Context: an optimization exercise on an open-source flow, tuned for small area, a short achievable clock period and few clock cycles per item. The choices shown serve that exercise and are no tape-out recipe. The RTL was checked by simulation tests, not by an equivalence proof against the original design.

===== flow/design.v =====
`timescale 1 ns / 1 ps 
module reduce_32_4cycles (
    input clk,
    input [31:0][15:0] in,
    output [15:0] out
);
    logic [31:0][15:0] lvl1;
    logic [7:0][15:0] lvl2;
    logic [1:0][15:0] lvl3;
    logic [15:0] lvl4;
    always_ff @(posedge clk) begin
        lvl1 <= in;
        lvl2[0] <= lvl1[0] + lvl1[1] + lvl1[2] + lvl1[3];
        lvl2[1] <= lvl1[4] + lvl1[5] + lvl1[6] + lvl1[7];
        lvl2[2] <= lvl1[8] + lvl1[9] + lvl1[10] + lvl1[11];
        lvl2[3] <= lvl1[12] + lvl1[13] + lvl1[14] + lvl1[15];
        lvl2[4] <= lvl1[16] + lvl1[17] + lvl1[18] + lvl1[19];
        lvl2[5] <= lvl1[20] + lvl1[21] + lvl1[22] + lvl1[23];
        lvl2[6] <= lvl1[24] + lvl1[25] + lvl1[26] + lvl1[27];
        lvl2[7] <= lvl1[28] + lvl1[29] + lvl1[30] + lvl1[31];
        lvl3[0] <= lvl2[0] + lvl2[1] + lvl2[2] + lvl2[3];
        lvl3[1] <= lvl2[4] + lvl2[5] + lvl2[6] + lvl2[7];
        lvl4 <= lvl3[0] + lvl3[1];
    end
    assign out = lvl4;
endmodule
module myproject (
    input   [15:0] conv1d_1_input_V_data_V_dout,
    input   conv1d_1_input_V_data_V_empty_n,
    output  conv1d_1_input_V_data_V_read,
    output  reg [15:0] layer4_out_V_data_V_din,
    input   layer4_out_V_data_V_full_n,
    output  reg layer4_out_V_data_V_write,
    input   ap_clk,
    input   ap_rst,
    input   ap_start,
    output  ap_done,  
    output  ap_ready,  
    output  ap_idle,  
    input   ap_continue
);
function automatic [15:0] mult(input [15:0] a, input [15:0] b);
    reg [31:0] res;
    begin
        res = $signed(a) * $signed(b);
        mult = res[25:10];
    end
endfunction
function automatic [15:0] relu(input [15:0] a);
    relu = ($signed(a) > 0) ? a : 16'd0;
endfunction
assign ap_done = 0;
assign ap_idle = 0;
localparam KERNEL_SIZE = 32;
localparam NIN = 128;
localparam NOUT = 97;
localparam [511:0] WEIGHTS = {
    16'h046b, 16'hfbf0, 16'h044c, 16'h0450, 16'hfb20, 16'hfbd7, 16'h04bb, 16'h04e5, 16'hfb01, 16'h0454, 16'h04c8, 16'h0495, 16'hfbec, 16'hfbe7, 16'hfb5e, 16'hfb80, 16'h0493, 16'h0536, 16'h043a, 16'h04bc, 16'hfbbc, 16'h04de, 16'hfadd, 16'hfb16, 16'h0445, 16'h0419, 16'hfac6, 16'hfad4, 16'h0466, 16'h052c, 16'hfb82, 16'h04da };
localparam [15:0] BIAS = 16'hf96b;
logic [6:0] num_in_frame;
logic [7:0] num_have_output;
logic [KERNEL_SIZE-1:0][15:0] shift_reg;
logic [KERNEL_SIZE-1:0][15:0] shift_reg_prod;
logic do_shift, do_shift_regular, do_shift_filling, just_shifted_window;
genvar i;
assign shift_reg_prod[0] = mult(shift_reg[0], WEIGHTS[15:0]);
for (i = 1; i < KERNEL_SIZE; i = i + 1) begin : shift_sreg
    assign shift_reg_prod[i] = mult(shift_reg[i], WEIGHTS[16*i +: 16]);
    always_ff @(posedge ap_clk) begin
        if (do_shift) begin
            shift_reg[i] <= shift_reg[i-1];
        end
    end
end
assign do_shift_filling = (num_in_frame < KERNEL_SIZE && conv1d_1_input_V_data_V_empty_n);
assign do_shift_regular = (num_in_frame >= KERNEL_SIZE && conv1d_1_input_V_data_V_empty_n && layer4_out_V_data_V_full_n);
assign do_shift = do_shift_filling || do_shift_regular;
assign conv1d_1_input_V_data_V_read = do_shift;
always_ff @(posedge ap_clk) begin
    if (ap_rst) begin
        num_in_frame <= 0;
        just_shifted_window <= 0;
    end
    else begin
        if (do_shift) begin
            shift_reg[0] <= conv1d_1_input_V_data_V_dout;
            num_in_frame <= num_in_frame + 1;  
        end
        just_shifted_window <= do_shift && num_in_frame >= KERNEL_SIZE-1;
    end
end
logic [15:0] conv_sum;
logic reducer_out_valid_1;
logic reducer_out_valid_2;
logic reducer_out_valid_3;
logic reducer_out_valid_4;
logic do_output;
reduce_32_4cycles reducer (
    .clk(ap_clk),
    .in(shift_reg_prod),
    .out(conv_sum)
);
always_ff @(posedge ap_clk) begin
    if (ap_rst) begin
        reducer_out_valid_1 <= 0;
        reducer_out_valid_2 <= 0;
        reducer_out_valid_3 <= 0;
        reducer_out_valid_4 <= 0;
    end
    else begin
        reducer_out_valid_1 <= just_shifted_window;
        reducer_out_valid_2 <= reducer_out_valid_1;
        reducer_out_valid_3 <= reducer_out_valid_2;
        reducer_out_valid_4 <= reducer_out_valid_3;
    end
end
assign do_output = reducer_out_valid_4;
logic last_output;
always_ff @(posedge ap_clk) begin
    if (ap_rst) begin
        layer4_out_V_data_V_write <= 0;
        layer4_out_V_data_V_din <= 0;
        last_output <= 0;
        num_have_output <= 0;
    end
    else begin
        layer4_out_V_data_V_write <= do_output;
        layer4_out_V_data_V_din <= relu(conv_sum + BIAS);
        last_output <= do_output && num_have_output == NOUT-1;
        if (do_output) begin
            num_have_output <= (num_have_output == NOUT-1) ? 8'd0 : num_have_output + 1;
        end
    end
end
assign ap_ready = last_output;
endmodule

===== flow/run.sh =====
#!/bin/bash
# synth_recipe.tcl (not shown) runs the flow's synth.tcl, then flattens the netlist and writes it again
# the make line also repeats each setting of config.mk as NAME=value (left out here)
make -C /OpenROAD-flow-scripts/flow DESIGN_CONFIG=/design/flow/config.mk WORK_HOME=/design/flow/orfs CLKGATE_MAP_FILE= SYNTH_SCRIPT=/design/flow/synth_recipe.tcl finish

===== flow/config.mk =====
export PLATFORM = sky130hd
export DESIGN_NAME = myproject
export DESIGN_NICKNAME = myproject
export VERILOG_FILES = /design/flow/design.v
export SDC_FILE = /design/flow/constraint.sdc
export NUM_CORES = 4
export LEC_CHECK = 0
export CAP_MARGIN = 20
export CORE_MARGIN = 2
export CORE_UTILIZATION = 40
export SLEW_MARGIN = 20

===== flow/constraint.sdc =====
create_clock -name core_clock -period 8.0 [get_ports {ap_clk}]
set_input_delay 1.6000 -clock core_clock [delete_from_list [all_inputs] [get_ports {ap_clk}]]
set_output_delay 1.6000 -clock core_clock [all_outputs]
set_load 0.01 [all_outputs]

==> results.cfg <==
[outcome]
status = no timing/DRC/antenna violations

[global_routing]
grt_pass1_wl_um = 452000
global_route.overflow_total = 0
antenna_found_initial = 7
grt_max_degree = 113
grt_usage_pct = 16.6
grt_pass1_vias = 85800

[timing]
relSlewSlack_pct = 36.9
final.setup.worst_slack_ns = 2.13
setup_tns_ns = 0
final-hold-violation-count = 0
skew_ns = 0.0803
fin_crit_sh_pct = 73.4
setup_viol = 0
period_minus_slack_ns = 5.87
hold_ws_ns = 0.440
rsz0062_at_grt = no
fmax_mhz = 170
finalMaxSlewViolations = 0
worstMarginPinSlew_ns = 0.946

[setup_path]
cp_max_fo = 5
cp.arrival_ns = 6.63
r2r_cells = 22
crit_type = flip-flop to flip-flop
crit_start = shift_reg[425]
crit_path_start_kind = flip-flop
timing.rr.start = shift_reg[425]
ff2ff_setup_slack_ns = 2.13
cp-end-kind = flip-flop
r2r_end = reducer.lvl1[431]
required_ns = 8.76
endpoint = reducer.lvl1[431]

[die]
start_util_pct = 40.2
die-area_sq_um = 342000
num_rows = 213
die_y_um = 585
placeableCoreArea_sq_um = 336000
num_io_pins = 43
die_w_um = 585

[synth]
synth-edff-count = 512
synth_area_leaders = fa_1, ha_1, edfxtp_1
synth_cells = 12500
yosys_register_bits = 1238
ys_warn_count = 2
synth_flop_cell = dfxtp_1
async_flop_share_pct = 0
syn_area_per_cell_sq_um = 10.8
synth_largest_area_cell = fa_1
synth_cell_types = 96
synth_area_sq_um = 135000
ys_seq_area_share_pct = 22.1
netlist.area_leader.share_pct = 28.3

[placement]
dp.cells = 17100
post_dp_cell_area_sq_um = 141000
dpl_worst_slack_ns = 2.09
detailed_place_hpwl_um = 230000
gp_congestion = 0.839
portBuffers = 38

[layout]
fin_cells = 17300
final_area_sq_um = 147000
layout-drive-gt1-share_pct = 2.85
final_util_pct = 43.6
layout.nets = 17200
syn2layout_area_growth_pct = 8.49
fillers = 31900

[drt]
finalWirelength_um = 271000
wl_met2_um = 139000
met3_length_um = 6410
dr_total_vias = 79900
avgViaCountPerCell = 4.61
routedWlPerCell_um = 15.6
route.detailed.drc = 0
dr.pass1.iters = 7
wl_met1_um = 119000
drt_iter0_drc = 2626
highest_layer = met5
drtAntennaViolNets = 0

[clocking]
cts_buffer_depth = 4
cts_hold_buf = 0
cts.sinks = 1238
cts_setup_buffers = 0
cts_tree = built
clock_latency_ns = 0.84
clk_pin_slew_ns = 0.06
cts_root_buf = clkbuf_16
ctsResizeCount = 0
cts_buffers = 159
cts_max_level = 4

[hold_path]
hp-class = flip-flop to flip-flop
hold_depth = 1

[run]
max-cap-violations = 0
==> logic make-up after synthesis <==
logic type	count (synthesis)	synth area share, %
other	1	0.00278
muxes	48	0.371
xor gates and xnor gates	810	5.25
AOI/OAI and AO/OA	1090	5.30
adders and majority gates	4511	52.4
and+or+nand+nor	1380	4.95
buffers and inverters	3433	9.55
DFF	1238	22.1
==> metal layers <==
metal	vias to the layer above	GRT usage [%]
li1	39800	-
met1	39100	21.0
met2	667	30.6
met3	308	1.56
met4	2	3.59
met5	-	0
==> cells in the final DEF, fill, tap and decap left out, drive strengths merged, types with 17 or more instances in the layout <==
cell type,synthesis,final
nor2,505,505
o21ai,241,241
a21boi,37,37
fa,1912,1912
o31ai,18,18
and3,53,53
a21o,122,122
edfxtp,512,512
nand4,31,31
clkbuf,20,205
xnor2,628,628
ha,2599,2599
clkdlybuf4s50,0,38
nand2,201,201
xor2,182,182
a21oi,310,310
nand2b,60,60
o211ai,20,20
dfxtp,726,726
nor4,20,20
nor2b,95,95
mux2i,32,32
or2,34,34
a211oi,38,38
inv,3406,3415
a2111oi,17,17
o21bai,39,39
or3,34,34
a31oi,24,24
nor3,154,154
and2,44,44
clkinv,0,44
buf,7,17
nand3,93,93
o21a,103,103
==> how the worst min path moves through the flow <==
stage                          end  slack, ns           startpoint
2_1_floorplan  reducer_out_valid_1       0.41  just_shifted_window
3_3_place_gp   reducer_out_valid_2       0.42  reducer_out_valid_1
3_5_place_dp   reducer_out_valid_4       0.43  reducer_out_valid_3
4_1_cts        reducer_out_valid_4       0.44  reducer_out_valid_3
5_1_grt        reducer_out_valid_4       0.46  reducer_out_valid_3
6_report       reducer_out_valid_2       0.44  reducer_out_valid_1
==> worst max-delay path, cell delays in order (launching register included) <==
cell and delay (ns):
edfxtp_1 0.53, inv_1 0.21, fa_1 0.52, inv_1 0.08, ha_1 0.28, inv_1 0.05, fa_1 0.50, inv_1 0.06
fa_1 0.53, inv_1 0.05, fa_1 0.48, inv_1 0.04, ha_1 0.20, a2111oi_0 0.32, o21ai_1 0.17, a221oi_2 0.43
o21ai_1 0.25, a211oi_2 0.34, o21a_1 0.24, o21ai_1 0.12, o21ai_1 0.18, a21oi_1 0.09, a31oi_1 0.13
==> cells in the mapped netlist (all sizes together) (9+ instances only) <==
| library cell | count |
|---|---|
| nor4 | 20 |
| a21boi | 37 |
| xor2 | 182 |
| nor2 | 505 |
| and2 | 44 |
| or2 | 34 |
| a211o | 9 |
| nand2 | 201 |
| o31ai | 18 |
| nor2b | 95 |
| o41ai | 13 |
| xnor2 | 628 |
| a31o | 11 |
| and3 | 53 |
| ha | 2599 |
| o31a | 12 |
| o21a | 103 |
| inv | 3406 |
| mux2 | 16 |
| nand4 | 31 |
| a2111oi | 17 |
| mux2i | 32 |
| and4 | 12 |
| o21ai | 241 |
| dfxtp | 726 |
| nand2b | 60 |
| nor3 | 154 |
| a21oi | 310 |
| a31oi | 24 |
| fa | 1912 |
| o211ai | 20 |
| a211oi | 38 |
| or3 | 34 |
| nand3b | 9 |
| nand4b | 9 |
| a21o | 122 |
| nand3 | 93 |
| edfxtp | 512 |
| clkbuf | 20 |
| a41o | 9 |
| o21bai | 39 |
==> final cells by class <==
cell class	count	area [sq um]	share of cell area, %
antenna	4	10.0	0.00683
clock buffer	205	4530	3.09
clock inverter	76	836	0.570
inverter	3406	12800	8.73
multi-input combinational	7842	92300	63.0
sequential	1238	29900	20.4
tap	4515	5650	3.86
timing repair buffer	55	533	0.364
Testbench counts, summed over its fixed seeds: cycles 4,144, items 3,104.

port drivers added, routing unchanged:
No port has a modelled driver above. Below, the same layout with a new extraction and two added sets of constraints. Step 1 (the two cells are an assumption about what drives the block):
set clk [get_ports {ap_clk}]
set_driving_cell -lib_cell sky130_fd_sc_hd__clkbuf_16 $clk
set_driving_cell -lib_cell sky130_fd_sc_hd__buf_2 [delete_from_list [all_inputs] $clk]
Step 2 moves the port delays by t, midway between the first and last clock arrival at a register: inputs arrive t later, outputs are due t later. That takes back most of the time a late clock gives input paths. Three values: no drivers, after step 1, after step 2; two values: the first two.
shift t [ns]: 0.898
setup WS [ns]: 2.130 / 2.130 / 2.130
worst hold slack (ns): 0.440 / 0.440 / 0.440
worst register clock-pin slew, ns: 0.07 / 0.07
worst data-port slew with drivers (ns): 0.05
After both steps this run still meets setup and hold. For this run, drivers alone change the setup slack by 0.000 ns; drivers and shift together by 0.000 ns.
